From an optimization exercise on the open Yosys and OpenROAD flow, aimed at small area, a short achievable clock period and few clock cycles per item; shortcuts taken in it are not production practice.
The RTL was checked by simulation tests, not by an equivalence proof against the original design.
Power is estimated from default activity; no workload was simulated.

<file path="design/flow/design.v">
`timescale 1ns / 1 ps
module WordRom ( 
    f0, f1, f2, f3, f4,
    w0, w1, w2, w3, w4, w5, w6, w7, w8, w9, w10, w11, w12, w13, w14, w15,
    w16, w17, w18, w19, w20, w21, w22, w23, w24, w25, w26, w27, w28, w29,
    w30, w31  );
  input  f0, f1, f2, f3, f4;
  output w0, w1, w2, w3, w4, w5, w6, w7, w8, w9, w10, w11, w12, w13, w14, w15,
    w16, w17, w18, w19, w20, w21, w22, w23, w24, w25, w26, w27, w28, w29,
    w30, w31;
  wire new_n39, new_n40, new_n41, new_n42, new_n43, new_n44, new_n45,
    new_n46, new_n47, new_n48, new_n50, new_n51, new_n52, new_n53, new_n54,
    new_n56, new_n57, new_n58, new_n59, new_n60, new_n61, new_n62, new_n63,
    new_n64, new_n66, new_n67, new_n68, new_n69, new_n70, new_n72, new_n73,
    new_n74, new_n77, new_n78, new_n79, new_n81, new_n82, new_n83, new_n84,
    new_n86, new_n87, new_n88, new_n89, new_n90, new_n91, new_n92, new_n93,
    new_n94, new_n96, new_n97, new_n98, new_n99, new_n100, new_n101,
    new_n103, new_n104, new_n106, new_n108, new_n109, new_n111, new_n112,
    new_n113, new_n115, new_n117, new_n118, new_n120, new_n122, new_n125;
  assign new_n39 = f0 & f1;
  assign new_n40 = f3 & ~f4;
  assign new_n41 = ~f0 & ~f1;
  assign new_n42 = ~f3 & new_n41;
  assign new_n43 = f4 & new_n42;
  assign new_n44 = ~new_n40 & ~new_n43;
  assign new_n45 = f0 & ~f4;
  assign new_n46 = new_n44 & ~new_n45;
  assign new_n47 = ~f1 & f2;
  assign new_n48 = ~new_n39 & ~new_n47;
  assign w0 = ~new_n46 & new_n48;
  assign new_n50 = f1 & ~f4;
  assign new_n51 = ~f1 & f4;
  assign new_n52 = ~new_n50 & ~new_n51;
  assign new_n53 = ~f2 & ~f3;
  assign new_n54 = ~f0 & new_n53;
  assign w1 = ~new_n52 & new_n54;
  assign new_n56 = ~f1 & ~f3;
  assign new_n57 = f1 & f3;
  assign new_n58 = ~f0 & new_n57;
  assign new_n59 = ~f4 & ~new_n56;
  assign new_n60 = ~new_n58 & new_n59;
  assign new_n61 = ~f0 & f2;
  assign new_n62 = ~f4 & new_n61;
  assign new_n63 = ~f2 & new_n43;
  assign new_n64 = ~new_n60 & ~new_n62;
  assign w2 = new_n63 | ~new_n64;
  assign new_n66 = f2 & ~f3;
  assign new_n67 = f0 & ~new_n66;
  assign new_n68 = ~f4 & ~new_n41;
  assign new_n69 = f1 & f2;
  assign new_n70 = ~new_n67 & ~new_n69;
  assign w3 = new_n68 & new_n70;
  assign new_n72 = ~f3 & new_n62;
  assign new_n73 = ~f2 & f3;
  assign new_n74 = f1 & new_n45;
  assign w12 = new_n73 & new_n74;
  assign w4 = new_n72 | w12;
  assign new_n77 = ~f2 & new_n41;
  assign new_n78 = ~f3 & new_n77;
  assign new_n79 = ~f4 & ~new_n78;
  assign w5 = new_n63 | new_n79;
  assign new_n81 = ~f0 & ~new_n57;
  assign new_n82 = ~f2 & ~new_n81;
  assign new_n83 = ~f4 & ~new_n42;
  assign new_n84 = ~new_n82 & new_n83;
  assign w8 = new_n63 | new_n84;
  assign new_n86 = f0 & f3;
  assign new_n87 = new_n69 & new_n86;
  assign new_n88 = f2 & ~new_n41;
  assign new_n89 = ~f2 & ~new_n39;
  assign new_n90 = ~f3 & ~new_n88;
  assign new_n91 = ~new_n89 & new_n90;
  assign new_n92 = ~new_n87 & ~new_n91;
  assign new_n93 = f4 & ~new_n92;
  assign new_n94 = ~new_n43 & new_n92;
  assign w9 = ~new_n93 & ~new_n94;
  assign new_n96 = ~f3 & ~new_n39;
  assign new_n97 = ~f4 & ~new_n96;
  assign new_n98 = f4 & new_n53;
  assign new_n99 = f2 & ~f4;
  assign new_n100 = ~new_n98 & ~new_n99;
  assign new_n101 = new_n41 & ~new_n100;
  assign w10 = new_n97 | new_n101;
  assign new_n103 = ~f2 & new_n56;
  assign new_n104 = ~f4 & ~new_n103;
  assign w13 = new_n63 | new_n104;
  assign new_n106 = ~f4 & ~new_n89;
  assign w16 = ~new_n88 & new_n106;
  assign new_n108 = ~new_n44 & new_n89;
  assign new_n109 = f2 & new_n68;
  assign w17 = new_n108 | new_n109;
  assign new_n111 = ~new_n39 & new_n88;
  assign new_n112 = new_n39 & ~new_n66;
  assign new_n113 = new_n97 & ~new_n112;
  assign w18 = ~new_n111 & new_n113;
  assign new_n115 = ~new_n39 & new_n73;
  assign w19 = new_n68 & new_n115;
  assign new_n117 = f2 & new_n40;
  assign new_n118 = ~new_n41 & new_n117;
  assign w20 = new_n63 | new_n118;
  assign new_n120 = ~new_n97 & ~new_n99;
  assign w21 = new_n63 | ~new_n120;
  assign new_n122 = f3 & new_n106;
  assign w25 = new_n63 | new_n122;
  assign w26 = new_n63 | new_n117;
  assign new_n125 = new_n40 & ~new_n77;
  assign w29 = new_n63 | new_n125;
  assign w7 = 1'b0;
  assign w15 = 1'b0;
  assign w23 = 1'b0;
  assign w27 = 1'b0;
  assign w28 = 1'b0;
  assign w31 = 1'b0;
  assign w6 = w5;
  assign w11 = w9;
  assign w14 = w13;
  assign w22 = w21;
  assign w24 = w19;
  assign w30 = w29;
endmodule
`timescale 1ns / 1 ps
module Match (clock, reset, DataIn, Go_flag, Found, Ready);
input clock;
input reset;
input [7:0] DataIn;
input Go_flag;
output [31:0] Found;
output Ready;
reg [4:0] state;
reg [4:0] fcode;
wire [4:0] nstate;
wire [4:0] nfcode;
assign Ready = 1'b1;
NextState ns (.s0(state[0]), .s1(state[1]), .s2(state[2]), .s3(state[3]), .s4(state[4]), .d0(DataIn[0]), .d1(DataIn[1]), .d2(DataIn[2]), .d3(DataIn[3]), .d4(DataIn[4]), .d5(DataIn[5]), .d6(DataIn[6]), .d7(DataIn[7]), .ns0(nstate[0]), .ns1(nstate[1]), .ns2(nstate[2]), .ns3(nstate[3]), .ns4(nstate[4]), .nf0(nfcode[0]), .nf1(nfcode[1]), .nf2(nfcode[2]), .nf3(nfcode[3]), .nf4(nfcode[4]));
always @(posedge clock) begin
  if (reset) state <= 5'd0;
  else if (Go_flag) state <= nstate;
  fcode <= nfcode;
end
WordRom rom (.f0(fcode[0]), .f1(fcode[1]), .f2(fcode[2]), .f3(fcode[3]), .f4(fcode[4]), .w0(Found[0]), .w1(Found[1]), .w2(Found[2]), .w3(Found[3]), .w4(Found[4]), .w5(Found[5]), .w6(Found[6]), .w7(Found[7]), .w8(Found[8]), .w9(Found[9]), .w10(Found[10]), .w11(Found[11]), .w12(Found[12]), .w13(Found[13]), .w14(Found[14]), .w15(Found[15]), .w16(Found[16]), .w17(Found[17]), .w18(Found[18]), .w19(Found[19]), .w20(Found[20]), .w21(Found[21]), .w22(Found[22]), .w23(Found[23]), .w24(Found[24]), .w25(Found[25]), .w26(Found[26]), .w27(Found[27]), .w28(Found[28]), .w29(Found[29]), .w30(Found[30]), .w31(Found[31]));
endmodule
`timescale 1ns / 1 ps
module NextState ( 
    s0, s1, s2, s3, s4, d0, d1, d2, d3, d4, d5, d6, d7,
    ns0, ns1, ns2, ns3, ns4, nf0, nf1, nf2, nf3, nf4  );
  input  s0, s1, s2, s3, s4, d0, d1, d2, d3, d4, d5, d6, d7;
  output ns0, ns1, ns2, ns3, ns4, nf0, nf1, nf2, nf3, nf4;
  wire new_n24, new_n25, new_n26, new_n27, new_n28, new_n29, new_n30,
    new_n31, new_n32, new_n33, new_n34, new_n35, new_n36, new_n37, new_n38,
    new_n39, new_n40, new_n41, new_n42, new_n43, new_n44, new_n45, new_n46,
    new_n47, new_n48, new_n49, new_n50, new_n51, new_n52, new_n53, new_n54,
    new_n55, new_n56, new_n57, new_n58, new_n59, new_n60, new_n61, new_n62,
    new_n63, new_n64, new_n65, new_n66, new_n67, new_n68, new_n69, new_n70,
    new_n71, new_n72, new_n73, new_n74, new_n75, new_n76, new_n77, new_n78,
    new_n79, new_n80, new_n81, new_n82, new_n83, new_n84, new_n85, new_n86,
    new_n87, new_n88, new_n89, new_n90, new_n91, new_n92, new_n93, new_n94,
    new_n96, new_n97, new_n98, new_n99, new_n100, new_n101, new_n102,
    new_n103, new_n104, new_n105, new_n106, new_n107, new_n108, new_n109,
    new_n110, new_n111, new_n112, new_n113, new_n115, new_n116, new_n117,
    new_n118, new_n119, new_n120, new_n121, new_n123, new_n124, new_n125,
    new_n126, new_n127, new_n128, new_n129, new_n130, new_n131, new_n132,
    new_n133, new_n134, new_n135, new_n136, new_n138, new_n139, new_n140,
    new_n141, new_n142, new_n143, new_n144, new_n145, new_n146, new_n147,
    new_n148, new_n149, new_n151, new_n152, new_n153, new_n154, new_n155,
    new_n156, new_n157, new_n158, new_n159, new_n160, new_n161, new_n162,
    new_n163, new_n164, new_n165, new_n166, new_n167, new_n168, new_n169,
    new_n170, new_n171, new_n172, new_n173, new_n174, new_n175, new_n176,
    new_n177, new_n178, new_n179, new_n180, new_n181, new_n183, new_n184,
    new_n185, new_n186, new_n187, new_n188, new_n189, new_n190, new_n191,
    new_n192, new_n193, new_n194, new_n195, new_n196, new_n197, new_n198,
    new_n199, new_n201, new_n202, new_n203, new_n204, new_n205, new_n206,
    new_n207, new_n208, new_n209, new_n210, new_n211, new_n212, new_n214,
    new_n215, new_n216, new_n217, new_n218, new_n219, new_n220, new_n221,
    new_n222, new_n223, new_n224, new_n225, new_n226, new_n228, new_n229;
  assign new_n24 = ~s1 & ~s2;
  assign new_n25 = s3 & ~s4;
  assign new_n26 = ~new_n24 & new_n25;
  assign new_n27 = ~d1 & ~d3;
  assign new_n28 = ~d4 & new_n27;
  assign new_n29 = d5 & d6;
  assign new_n30 = ~d7 & new_n29;
  assign new_n31 = d0 & new_n28;
  assign new_n32 = new_n30 & new_n31;
  assign new_n33 = ~d2 & new_n32;
  assign new_n34 = s0 & ~s4;
  assign new_n35 = s3 & ~new_n34;
  assign new_n36 = s0 & ~s2;
  assign new_n37 = ~s0 & s2;
  assign new_n38 = ~new_n36 & ~new_n37;
  assign new_n39 = ~s1 & ~new_n35;
  assign new_n40 = ~new_n38 & new_n39;
  assign new_n41 = d3 & ~new_n40;
  assign new_n42 = d2 & ~d7;
  assign new_n43 = new_n29 & new_n42;
  assign new_n44 = d1 & ~d4;
  assign new_n45 = ~d0 & new_n44;
  assign new_n46 = new_n43 & new_n45;
  assign new_n47 = ~new_n41 & new_n46;
  assign new_n48 = ~new_n33 & ~new_n47;
  assign new_n49 = ~s0 & ~s3;
  assign new_n50 = s1 & new_n49;
  assign new_n51 = new_n33 & new_n50;
  assign new_n52 = ~new_n26 & ~new_n51;
  assign new_n53 = ~new_n48 & new_n52;
  assign new_n54 = s1 & new_n36;
  assign new_n55 = d1 & ~d3;
  assign new_n56 = new_n30 & new_n55;
  assign new_n57 = ~s3 & ~d0;
  assign new_n58 = ~d2 & d4;
  assign new_n59 = new_n57 & new_n58;
  assign new_n60 = new_n54 & new_n59;
  assign new_n61 = new_n56 & new_n60;
  assign new_n62 = s0 & ~s3;
  assign new_n63 = s1 & s2;
  assign new_n64 = new_n44 & new_n63;
  assign new_n65 = new_n43 & new_n64;
  assign new_n66 = s4 & d0;
  assign new_n67 = d3 & new_n66;
  assign new_n68 = new_n62 & new_n67;
  assign new_n69 = new_n65 & new_n68;
  assign new_n70 = ~d1 & ~d2;
  assign new_n71 = ~d4 & new_n70;
  assign new_n72 = ~d0 & ~d3;
  assign new_n73 = ~d5 & ~d6;
  assign new_n74 = ~d7 & new_n73;
  assign new_n75 = new_n72 & new_n74;
  assign new_n76 = new_n71 & new_n75;
  assign new_n77 = s0 & new_n63;
  assign new_n78 = ~s0 & new_n24;
  assign new_n79 = ~new_n77 & ~new_n78;
  assign new_n80 = ~s4 & ~new_n79;
  assign new_n81 = ~new_n26 & new_n76;
  assign new_n82 = ~new_n80 & new_n81;
  assign new_n83 = ~new_n69 & ~new_n82;
  assign new_n84 = new_n49 & new_n63;
  assign new_n85 = new_n32 & new_n84;
  assign new_n86 = ~d0 & new_n27;
  assign new_n87 = new_n43 & new_n86;
  assign new_n88 = d4 & new_n87;
  assign new_n89 = ~s1 & s2;
  assign new_n90 = ~s3 & new_n89;
  assign new_n91 = new_n88 & new_n90;
  assign new_n92 = ~new_n61 & ~new_n85;
  assign new_n93 = ~new_n91 & new_n92;
  assign new_n94 = new_n83 & new_n93;
  assign ns0 = new_n53 | ~new_n94;
  assign new_n96 = d2 & new_n32;
  assign new_n97 = s2 & ~s4;
  assign new_n98 = s1 & new_n62;
  assign new_n99 = ~new_n97 & new_n98;
  assign new_n100 = new_n96 & new_n99;
  assign new_n101 = ~new_n61 & ~new_n100;
  assign new_n102 = new_n83 & new_n101;
  assign new_n103 = d3 & new_n30;
  assign new_n104 = new_n71 & new_n103;
  assign new_n105 = ~s1 & new_n104;
  assign new_n106 = new_n37 & new_n57;
  assign new_n107 = new_n105 & new_n106;
  assign new_n108 = ~s0 & new_n91;
  assign new_n109 = ~d0 & ~d4;
  assign new_n110 = ~new_n26 & new_n109;
  assign new_n111 = new_n56 & new_n110;
  assign new_n112 = ~new_n107 & ~new_n111;
  assign new_n113 = ~new_n108 & new_n112;
  assign ns1 = ~new_n102 | ~new_n113;
  assign new_n115 = ~s2 & new_n51;
  assign new_n116 = d3 & new_n46;
  assign new_n117 = new_n40 & new_n116;
  assign new_n118 = new_n28 & new_n43;
  assign new_n119 = new_n84 & new_n118;
  assign new_n120 = ~new_n117 & ~new_n119;
  assign new_n121 = ~new_n115 & new_n120;
  assign ns2 = ~new_n102 | ~new_n121;
  assign new_n123 = ~new_n91 & ~new_n107;
  assign new_n124 = new_n62 & new_n89;
  assign new_n125 = new_n87 & new_n124;
  assign new_n126 = ~s4 & new_n78;
  assign new_n127 = new_n33 & new_n126;
  assign new_n128 = ~new_n34 & ~new_n96;
  assign new_n129 = new_n34 & ~new_n76;
  assign new_n130 = ~s3 & new_n63;
  assign new_n131 = ~new_n129 & new_n130;
  assign new_n132 = ~new_n128 & new_n131;
  assign new_n133 = ~new_n69 & ~new_n119;
  assign new_n134 = ~new_n125 & new_n133;
  assign new_n135 = ~new_n127 & new_n134;
  assign new_n136 = new_n123 & new_n135;
  assign ns3 = new_n132 | ~new_n136;
  assign new_n138 = new_n54 & new_n96;
  assign new_n139 = ~s1 & new_n36;
  assign new_n140 = new_n116 & new_n139;
  assign new_n141 = new_n38 & ~new_n89;
  assign new_n142 = new_n33 & new_n141;
  assign new_n143 = new_n56 & new_n109;
  assign new_n144 = ~new_n79 & new_n143;
  assign new_n145 = ~new_n140 & ~new_n144;
  assign new_n146 = ~new_n138 & new_n145;
  assign new_n147 = ~new_n142 & new_n146;
  assign new_n148 = ~s4 & ~new_n147;
  assign new_n149 = ~new_n26 & ~new_n76;
  assign ns4 = ~new_n148 & new_n149;
  assign new_n151 = ~s4 & new_n49;
  assign new_n152 = new_n33 & new_n151;
  assign new_n153 = ~d4 & new_n87;
  assign new_n154 = ~s4 & new_n153;
  assign new_n155 = new_n62 & new_n154;
  assign new_n156 = ~new_n152 & ~new_n155;
  assign new_n157 = ~s1 & ~new_n156;
  assign new_n158 = d0 & new_n105;
  assign new_n159 = s3 & s4;
  assign new_n160 = ~s0 & new_n159;
  assign new_n161 = ~new_n63 & new_n160;
  assign new_n162 = ~new_n158 & new_n161;
  assign new_n163 = new_n139 & ~new_n159;
  assign new_n164 = ~new_n116 & new_n163;
  assign new_n165 = s1 & ~s2;
  assign new_n166 = new_n159 & new_n165;
  assign new_n167 = new_n88 & new_n166;
  assign new_n168 = s1 & new_n159;
  assign new_n169 = ~new_n151 & ~new_n168;
  assign new_n170 = s2 & ~new_n169;
  assign new_n171 = new_n153 & new_n170;
  assign new_n172 = s4 & ~new_n109;
  assign new_n173 = ~s3 & ~new_n88;
  assign new_n174 = ~new_n116 & new_n173;
  assign new_n175 = ~new_n172 & ~new_n174;
  assign new_n176 = ~s0 & new_n89;
  assign new_n177 = ~new_n175 & new_n176;
  assign new_n178 = ~new_n164 & ~new_n167;
  assign new_n179 = ~new_n171 & new_n178;
  assign new_n180 = ~new_n162 & new_n179;
  assign new_n181 = ~new_n157 & new_n180;
  assign nf0 = new_n177 | ~new_n181;
  assign new_n183 = s3 & new_n140;
  assign new_n184 = ~new_n108 & ~new_n183;
  assign new_n185 = ~s4 & ~new_n184;
  assign new_n186 = ~s4 & ~d4;
  assign new_n187 = new_n87 & ~new_n186;
  assign new_n188 = new_n124 & ~new_n187;
  assign new_n189 = new_n84 & new_n154;
  assign new_n190 = s2 & ~new_n153;
  assign new_n191 = s0 & new_n168;
  assign new_n192 = ~new_n190 & new_n191;
  assign new_n193 = ~s2 & new_n96;
  assign new_n194 = s1 & ~new_n96;
  assign new_n195 = new_n160 & ~new_n193;
  assign new_n196 = ~new_n194 & new_n195;
  assign new_n197 = ~new_n188 & ~new_n189;
  assign new_n198 = ~new_n192 & new_n197;
  assign new_n199 = ~new_n185 & new_n198;
  assign nf1 = new_n196 | ~new_n199;
  assign new_n201 = ~s4 & ~new_n123;
  assign new_n202 = new_n63 & ~new_n118;
  assign new_n203 = ~new_n24 & new_n160;
  assign new_n204 = ~new_n202 & new_n203;
  assign new_n205 = s0 & new_n159;
  assign new_n206 = new_n153 & new_n205;
  assign new_n207 = s1 & new_n87;
  assign new_n208 = new_n36 & new_n159;
  assign new_n209 = ~new_n207 & new_n208;
  assign new_n210 = ~new_n204 & ~new_n206;
  assign new_n211 = ~new_n209 & new_n210;
  assign new_n212 = ~new_n189 & new_n211;
  assign nf2 = new_n201 | ~new_n212;
  assign new_n214 = new_n63 & new_n118;
  assign new_n215 = ~new_n104 & ~new_n118;
  assign new_n216 = d0 & new_n24;
  assign new_n217 = ~new_n215 & new_n216;
  assign new_n218 = ~new_n214 & ~new_n217;
  assign new_n219 = new_n160 & ~new_n218;
  assign new_n220 = new_n96 & new_n151;
  assign new_n221 = ~new_n206 & ~new_n220;
  assign new_n222 = new_n63 & ~new_n221;
  assign new_n223 = new_n88 & new_n165;
  assign new_n224 = ~new_n89 & ~new_n223;
  assign new_n225 = new_n205 & ~new_n224;
  assign new_n226 = ~new_n219 & ~new_n225;
  assign nf3 = new_n222 | ~new_n226;
  assign new_n228 = d0 & ~d3;
  assign new_n229 = new_n205 & new_n228;
  assign nf4 = new_n65 & new_n229;
endmodule
`timescale 1ns / 1 ps
module top(clock, reset, DataIn, Go_flag, Found, Ready);
input clock;
input reset;
input [7:0] DataIn;
input Go_flag;
output [31:0] Found;
output Ready;
Match Match_DUT(.clock(clock), .reset(reset), .DataIn(DataIn), .Go_flag(Go_flag), .Found(Found), .Ready(Ready));
endmodule
</file>
<file path="design/flow/flow/run.sh">
#!/bin/bash
# Standard ORFS layout, except: port buffers of a plain buffer cell, resizing
# free to change a cell's footprint, and no half/full-adder cell extraction in
# synthesis (the design has no arithmetic; the extracted cells are slow).
set -euo pipefail
cd "$(dirname "$0")/.."
bash standard.sh MATCH_CELL_FOOTPRINT=0 "BUFFER_PORTS_ARGS=-buffer_cell sky130_fd_sc_hd__buf_2" ADDER_MAP_FILE= finish > standard_flow.log 2>&1
</file>
<file path="design/flow/standard.sh">
#!/bin/bash
# synth_recipe.tcl (not shown) runs the flow's synth.tcl, then flattens the netlist and writes it again
# the make line also repeats each setting of config.mk as NAME=value (left out here)
make -C /OpenROAD-flow-scripts/flow DESIGN_CONFIG=/design/flow/config.mk WORK_HOME=/design/flow/orfs CLKGATE_MAP_FILE= SYNTH_SCRIPT=/design/flow/synth_recipe.tcl "${@:-finish}"
</file>
<file path="design/flow/config.mk">
export PLATFORM = sky130hd
export DESIGN_NAME = top
export DESIGN_NICKNAME = top
export VERILOG_FILES = /design/flow/design.v
export SDC_FILE = /design/flow/constraint.sdc
export NUM_CORES = 4
export LEC_CHECK = 0
export CAP_MARGIN = 20
export CORE_MARGIN = 2
export CORE_UTILIZATION = 30
export CTS_BUF_LIST = sky130_fd_sc_hd__clkbuf_4
export SETUP_SLACK_MARGIN = 1.2
export SLEW_MARGIN = 20
</file>
<file path="design/flow/constraint.sdc">
create_clock -name core_clock -period 3.5 [get_ports {clock}]
set_input_delay 0.7000 -clock core_clock [delete_from_list [all_inputs] [get_ports {clock}]]
set_output_delay 0.7000 -clock core_clock [all_outputs]
set_load 0.01 [all_outputs]
</file>
==> results.json, run 1 <==
{
  "outcome": "no timing/DRC/antenna violations",
  "io_buffer_count": 36,
  "grt_antenna_before_repair": 0,
  "p_per_area_mw_per_mm2": 177.7,
  "ys_top_cells_by_count": "37 x nor2_1, 33 x buf_4, 19 x clkbuf_1, 19 x nand2_1, 19 x o21ai_0",
  "seq_power_share_pct": 43.5,
  "overflow": 0,
  "syn_avg_cell_area_um2": 6.651,
  "r2r.worst_path.cells": 5,
  "fin_crit_sh_pct": 62.56,
  "crit_path_max_incr_delay_ps": 470,
  "path_max_fanout": 22,
  "clock_path_buffers": 2,
  "grt_pass1_vias": 1719,
  "clk_pin_slew_ps": 70,
  "crit_arrival_ps": 1490,
  "maxCapViolCount": 0,
  "place_ws_ps": 1122,
  "switching_share_pct": 38.93,
  "total_power_mw": 0.3334,
  "nNetsFinal": 282,
  "rsz0062_at_grt": "yes",
  "slew-limit-headroom_pct": 41.06,
  "critPathKind": "reg2out",
  "numCtsBuffers": 3,
  "antennaDiodeCount": 0,
  "yosysTopAreaCell": "buf_4",
  "tns_ps": 0,
  "grt_pass1_wl_um": 8224,
  "end_kind": "primary output",
  "start_util_pct": 31.46,
  "min_to": "Match_DUT.state[1]$_SDFFE_PP0P_",
  "timing.fmax_mhz": 456.7,
  "power_switching_mw": 0.1298,
  "r2r_end": "Match_DUT.state[0]$_SDFFE_PP0P_",
  "post-route-drc-count": 0,
  "vias": 1968,
  "r2r-start": "Match_DUT.state[1]$_SDFFE_PP0P_",
  "synthArstFlopShare_pct": 0,
  "reg2reg_slack_ps": 1350,
  "dr.pass1.iters": 4,
  "synth_most_common_cell": "nor2_1",
  "cts_tree": "done",
  "postCtsHoldBufs": 0,
  "hp-class": "reg2reg",
  "yosys_warnings": 1,
  "p_leak_nw": 0.7118,
  "dieHeight_um": 83.49,
  "worstHoldStart": "Match_DUT.state[1]$_SDFFE_PP0P_",
  "clk_latency_ps": 260,
  "worstSetupStartpointType": "register",
  "syn_to_final_growth_pct": -1.056,
  "timing.final.ws_setup_ps": 1310,
  "hpwl_um": 3507,
  "first_iter_violations": 89,
  "combPwrFrac_pct": 32.2,
  "cellInternalPower_mw": 0.2036,
  "finalHoldWorstSlack_ps": 635.0,
  "clock-sinks": 10,
  "synth_seq_area_share_pct": 10.56,
  "grt_max_degree": 29,
  "synth_seq_cells": 10,
  "syn_area_mm2": 0.001896,
  "rows": 28,
  "netlist_instances": 285,
  "crit_slowest_cell": "dfxtp_4",
  "netlist.area_leader.share_pct": 13.07,
  "hold_viol": 0,
  "setup_viol": 0,
  "vias_per_cell": 5.704,
  "worst_pin_slew_ps": 882.8,
  "synth_cell_type_count": 59,
  "synth_ff_type": "dfxtp_1",
  "cts-htree-levels": 1,
  "die_w_um": 83.49,
  "p_clk_share_pct": 24.3,
  "finalCriticalPeriod_ps": 2190,
  "cp_top_family": "flip-flops",
  "ir_drop_v": 0.0002175,
  "synth_area_leaders": "buf_4 13%, dfxtp_1 11%, nor2_1 7.3%",
  "crit_chain": "nor2b_1 > nor3_1 > a21oi_1 > o21ai_1 > buf_2",
  "die_area_mm2": 0.006971,
  "wl_um": 4909,
  "critPathRequiredTime_ps": 2800,
  "cp_num_buf_inv": 1,
  "holdPathStages": 2,
  "detail-route-antenna-nets": 0,
  "synth_edf_count": 0,
  "routedWlPerCell_um": 14.23,
  "slew_viol_final": 0,
  "skew_ps": 2.882,
  "clock-root-buffer": "clkbuf_4",
  "place.gp.congestion": 0.9150,
  "track_usage_pct": 13.50,
  "drive_gt1_share_pct": 20.37,
  "core_mm2": 0.006026,
  "ios": 44
}
## placed cells by master (no fill, tap or decap), types with 3 or more instances in the layout
cell	n
nand3b_1	3
o211ai_1	4
nand3_1	8
o22ai_1	4
nor2b_1	8
nand2b_1	5
nor2_1	36
dfxtp_1	3
a311oi_1	3
nor3_1	8
buf_2	36
nor4_1	8
o31ai_1	3
a21oi_1	14
nand2_1	19
clkbuf_4	3
dfxtp_4	4
or3_1	5
dfxtp_2	3
o21ai_0	18
and4b_1	3
mux2i_1	4
nand4_1	5
inv_1	3
conb_1	7
## cells by family (layout without fill, tap and decap cells)
kind of cell / count (synthesis) / after routing / share of synthesized area [%]
and+or+nand+nor: 130 / 130 / 39.08
xor gates and xnor gates: 4 / 4 / 1.849
buffers and inverters: 64 / 44 / 20.20
other: 2 / 7 / 0.3962
muxes: 4 / 4 / 2.112
DFF: 10 / 10 / 10.56
AOI/OAI and AO/OA: 71 / 71 / 25.81
## flip-flops by register name, summed over array words and instances, names as in the netlist
| register | flops |
|---|---|
| Match_DUT.fcode | 5 |
| Match_DUT.state | 5 |
## worst reg2reg max path, cell delays in order (launching register included)
cell and delay [ps]:
dfxtp_2 530, clkinv_1 330, or3_1 480, nor4_1 380
nor4b_1 110, a211oi_1 240
## final cells by class
cell class / instances / area, um^2
fillers: 676 / 4150
well taps: 75 / 93.84
clock inverters: 1 / 3.754
repair buffers: 36 / 180.2
clock buffers: 3 / 22.52
flip-flops and latches: 10 / 219.0
multi-input cells: 216 / 1341
inverters: 4 / 15.01
## worst max path at each step
stage / from / to / slack, ps / cells past startpoint
2_1_floorplan: DataIn[1] / Match_DUT.state[1]$_SDFFE_PP0P_ / 1340 / 7
3_3_place_gp: DataIn[3] / Match_DUT.state[1]$_SDFFE_PP0P_ / 1120 / 6
3_5_place_dp: DataIn[4] / Match_DUT.state[1]$_SDFFE_PP0P_ / 1120 / 6
6_report: Match_DUT.fcode[2]$_DFF_P_ / Found[11] / 1310 / 5
4_1_cts: Match_DUT.fcode[1]$_DFF_P_ / Found[11] / 1200 / 5
5_1_grt: Match_DUT.fcode[2]$_DFF_P_ / Found[21] / 1160 / 4
## power by group through the flow
stage / Sequential [mW] / Combinational [mW] / Clock (mW)
after floorplan: 0.124 / 0.117 / 0
after global placement: 0.148 / 0.105 / 0
after detailed placement: 0.148 / 0.105 / 0
after CTS: 0.145 / 0.106 / 0.0821
after global routing: 0.148 / 0.120 / 0.0928
final: 0.145 / 0.107 / 0.0811
## timing repair
| action | 4_1_cts | 5_1_grt |
|---|---|---|
| pin swaps | 0 | 0 |
| gates resized for setup | 9 | 6 |
| buffers inserted | 0 | 0 |
| setup endpoints to repair | 23 | 13 |
## per-stage QoR
step / utilization [%] / instances / area (um^2)
4_1_cts: 30.94 / 345 / 1864
5_1_grt: 31.13 / 345 / 1876
3_5_place_dp: 30.21 / 341 / 1821
2_1_floorplan: - / 290 / 1914
3_3_place_gp: 30.21 / 341 / 1821
6_report: 31.13 / 345 / 1876
## metal layers
metal	up-vias	wire, um	GRT usage (%)
li1	974	-	-
met1	881	2212	18.83
met2	95	2180	21.11
met3	18	367	2.374
met4	0	148	4.252
met5	-	0	0
Testbench counts, summed over its fixed seeds: cycles 3,208, chars 3,200.
==> run 2, diff against run 1 <==
==> design/flow/flow/run.sh (replaced) <==
#!/bin/bash
# Standard ORFS layout, except: port buffers of a plain buffer cell, resizing
# free to change a cell's footprint, and no half/full-adder cell extraction in
# synthesis (the design has no arithmetic; the extracted cells are slow).
set -euo pipefail
cd "$(dirname "$0")/.."
bash standard.sh MATCH_CELL_FOOTPRINT=0 "BUFFER_PORTS_ARGS=-buffer_cell sky130_fd_sc_hd__buf_1" ADDER_MAP_FILE= finish > standard_flow.log 2>&1
--- a/design/flow/config.mk
+++ b/design/flow/config.mk
@@ -8,6 +8,5 @@
 export CAP_MARGIN = 20
 export CORE_MARGIN = 2
 export CORE_UTILIZATION = 30
-export CTS_BUF_LIST = sky130_fd_sc_hd__clkbuf_4
 export SETUP_SLACK_MARGIN = 1.2
 export SLEW_MARGIN = 20
==> run 2 against run 1 <==
Compared with the run above: routed wire length increased by 2.6%; via count increased by 2.2%; clock skew increased by 3.8 ps; cell count unchanged; critical path depth increased by 1; sequential share of layout area decreased by 0.062 points; setup slack improved by 19 ps; utilization increased by 0.17 points; register-to-register slack improved by 70 ps; design area increased by 0.53%; clock power increased by 79%; global-route usage increased by 0.34 points; largest cell class unchanged; largest power group unchanged.
==> results.json, run 2 <==
{
  "netlist_instances": 285,
  "grt_antenna_before_repair": 0,
  "vias_per_cell": 5.829,
  "synth_cell_type_count": 59,
  "synth_seq_area_share_pct": 10.56,
  "vias": 2011,
  "critPathRequiredTime_ps": 2800,
  "crit_path_frequent_cell": "a21oi_1",
  "wl_um": 5036,
  "seq_power_share_pct": 36.6,
  "critPathKind": "reg2out",
  "routedWlPerCell_um": 14.60,
  "syn_to_final_growth_pct": -0.5280,
  "antennaDiodeCount": 0,
  "die_w_um": 83.49,
  "crit_path_max_incr_delay_ps": 430,
  "switching_share_pct": 34.67,
  "tns_ps": 0,
  "synth_ff_type": "dfxtp_1",
  "skew_ps": 6.641,
  "clock-root-buffer": "clkbuf_8",
  "grt_pass1_wl_um": 8293,
  "crit_arrival_ps": 1470,
  "start_util_pct": 31.46,
  "fill_cells": 667,
  "dr.pass1.iters": 5,
  "path_max_fanout": 15,
  "combPwrFrac_pct": 26.8,
  "ys_top_cells_by_count": "37 x nor2_1, 33 x buf_4, 19 x clkbuf_1, 19 x nand2_1, 19 x o21ai_0",
  "nNetsFinal": 282,
  "clock_path_buffers": 2,
  "finalCriticalPeriod_ps": 2170,
  "clk_pin_slew_ps": 50,
  "synthArstFlopShare_pct": 0,
  "place.gp.congestion": 0.9740,
  "cp_num_buf_inv": 1,
  "syn_avg_cell_area_um2": 6.651,
  "worst_pin_slew_ps": 894.1,
  "detail-route-antenna-nets": 0,
  "hp-class": "reg2reg",
  "cts_tree": "done",
  "numCtsBuffers": 3,
  "postCtsHoldBufs": 0,
  "reg_top3": "Match_DUT.fcode (5), Match_DUT.state (5)",
  "timing.fmax_mhz": 460.8,
  "final_cell_mix": "35 x nor2_1, 31 x buf_1, 19 x nand2_1, 18 x o21ai_0, 14 x a21oi_1",
  "netlist.area_leader.share_pct": 13.07,
  "crit_chain": "nor2b_1 > nor2_1 > a21oi_1 > a21oi_1 > o21ai_0 > buf_1",
  "cp_top_family": "flip-flops",
  "crit_slowest_cell": "dfxtp_4",
  "r2r-start": "Match_DUT.state[0]$_SDFFE_PP0P_",
  "rows": 28,
  "fin_crit_sh_pct": 62.01,
  "p_per_area_mw_per_mm2": 210.1,
  "end_kind": "primary output",
  "dieHeight_um": 83.49,
  "clock-sinks": 10,
  "die_area_mm2": 0.006971,
  "cts-htree-levels": 1,
  "synth_edf_count": 0,
  "cellInternalPower_mw": 0.2588,
  "setup_viol": 0,
  "io_buffer_count": 36,
  "ir_drop_v": 0.0001383,
  "rsz0062_at_grt": "yes",
  "crit_start": "Match_DUT.fcode[3]$_DFF_P_",
  "layout_commonest_cell": "nor2_1",
  "final-seq-area_um2": 219.0,
  "total_power_mw": 0.3961,
  "track_usage_pct": 13.84,
  "drive_gt1_share_pct": 10.74,
  "p_leak_nw": 0.6051,
  "clk_latency_ps": 240,
  "synth_most_common_cell": "nor2_1",
  "grt_max_degree": 29,
  "power_switching_mw": 0.1373,
  "yosysTopAreaCell": "buf_4",
  "post-route-drc-count": 0,
  "slew_viol_final": 0,
  "hpwl_um": 3607,
  "ios": 44,
  "worstHoldStart": "Match_DUT.state[1]$_SDFFE_PP0P_",
  "grt_pass1_vias": 1719,
  "syn_area_mm2": 0.001896,
  "worstSetupStartpointType": "register",
  "yosys_warnings": 1,
  "postCtsSetupBuffers": 0,
  "hold_viol": 0,
  "outcome": "no timing/DRC/antenna violations",
  "synth_area_leaders": "buf_4 13%, dfxtp_1 11%, nor2_1 7.3%",
  "slew-limit-headroom_pct": 40.31,
  "synth_seq_cells": 10,
  "overflow": 0,
  "maxCapViolCount": 0,
  "p_clk_share_pct": 36.6,
  "core_mm2": 0.006026,
  "multiInputGateArea_mm2": 0.001361,
  "first_iter_violations": 104
}
==> run 2: worst reg2reg max path: stages, from the launching register on <==
cell      delay [ps]
dfxtp_1          900
or3_1            220
a21oi_1           70
o311ai_1         440
nor4b_1          110
a211oi_1         250
==> run 2: power groups by stage <==
stage | logic, mW | clock network, mW | registers (mW)
2_1_floorplan | 0.117 | 0 | 0.124
3_5_place_dp | 0.102 | 0 | 0.148
5_1_grt | 0.119 | 0.155 | 0.148
4_1_cts | 0.102 | 0.147 | 0.145
3_3_place_gp | 0.101 | 0 | 0.148
6_report | 0.106 | 0.145 | 0.145
==> run 2: stage by stage <==
| step | utilization, % | setup slack, ps | instances | hold WS [ps] | instance area (um^2) |
|---|---|---|---|---|---|
| final | 31.29 | 1330 | 345 | 628.8 | 1886 |
| after global routing | 31.29 | 1196 | 345 | 693.3 | 1886 |
| after CTS | 30.67 | 1204 | 345 | 756.4 | 1848 |
| after detailed placement | 29.46 | 940.2 | 341 | 752.4 | 1775 |
| after global placement | 29.46 | 988.8 | 341 | 754.0 | 1775 |
| after floorplan | - | 1339 | 290 | 570.8 | 1914 |
==> run 2: kinds of logic (layout without fill, tap and decap cells) <==
logic type,after synthesis,count (layout),share of synthesized area [%]
flops,10,10,10.56
mux,4,4,2.112
other cells,2,7,0.3962
compound gates,71,71,25.81
xor+xnor,4,4,1.849
buf+inv,64,44,20.20
simple gates,130,130,39.08
==> run 2: layout make-up <==
type                            instances  share of cell area (%)
Multi-Input combinational cell        216                   72.20
Sequential cell                        10                   11.61
Timing Repair Buffer                   36                   7.498
Tap cell                               75                   4.977
Clock buffer                            4                   2.920
Inverter                                4                  0.7963
==> run 2: what timing repair did <==
action	in CTS	in global routing
gates resized for setup	9	15
gates cloned	0	0
setup endpoints to repair	24	20
==> run 2: path summary, 6_finish.rpt <==
kind	depth (start not counted)	endpoint	slack, ps
worst max-delay path	6	Found[8]	1330
worst min register to register	2	Match_DUT.state[1]$_SDFFE_PP0P_	630
worst min-delay path	2	Match_DUT.state[1]$_SDFFE_PP0P_	630
worst max register to register	5	Match_DUT.state[0]$_SDFFE_PP0P_	1420
==> run 2: layer usage <==
layer  vias up  GRT usage (%)  routed length, um
met1       925          19.14               2241
li1        980              -                  -
met3         8          2.176                411
met5         -              0                  0
met2        98          22.65               2309
met4         0          3.079                 74

-- afterwards: timing with drivers on the ports --
How much do the figures lean on ideal ports? The routed layouts below were timed once more, with nothing changed but the port constraints.
Step 1 assumes that a clkbuf_16 drives the clock port and a buf_2 every other input.
Step 2 times the ports against the registers' clock, not the clock port: input delays grow and output delays shrink by t, the midpoint of the rising clock arrivals with the driver on.
Three values: ideal, step 1, step 2; two values: the first two.
run | t (ns) | setup slack, ns | hold slack, ns
run 1 | 0.284 | 1.310 / 1.287 / 1.061 | 0.635 / 0.635 / 0.635
run 2 | 0.256 | 1.330 / 1.308 / 1.138 | 0.629 / 0.629 / 0.629
After both steps setup and hold are still met in every run listed. The setup slack of run 1, which loses most, moves by -0.023 ns with the drivers and by -0.249 ns with both steps.
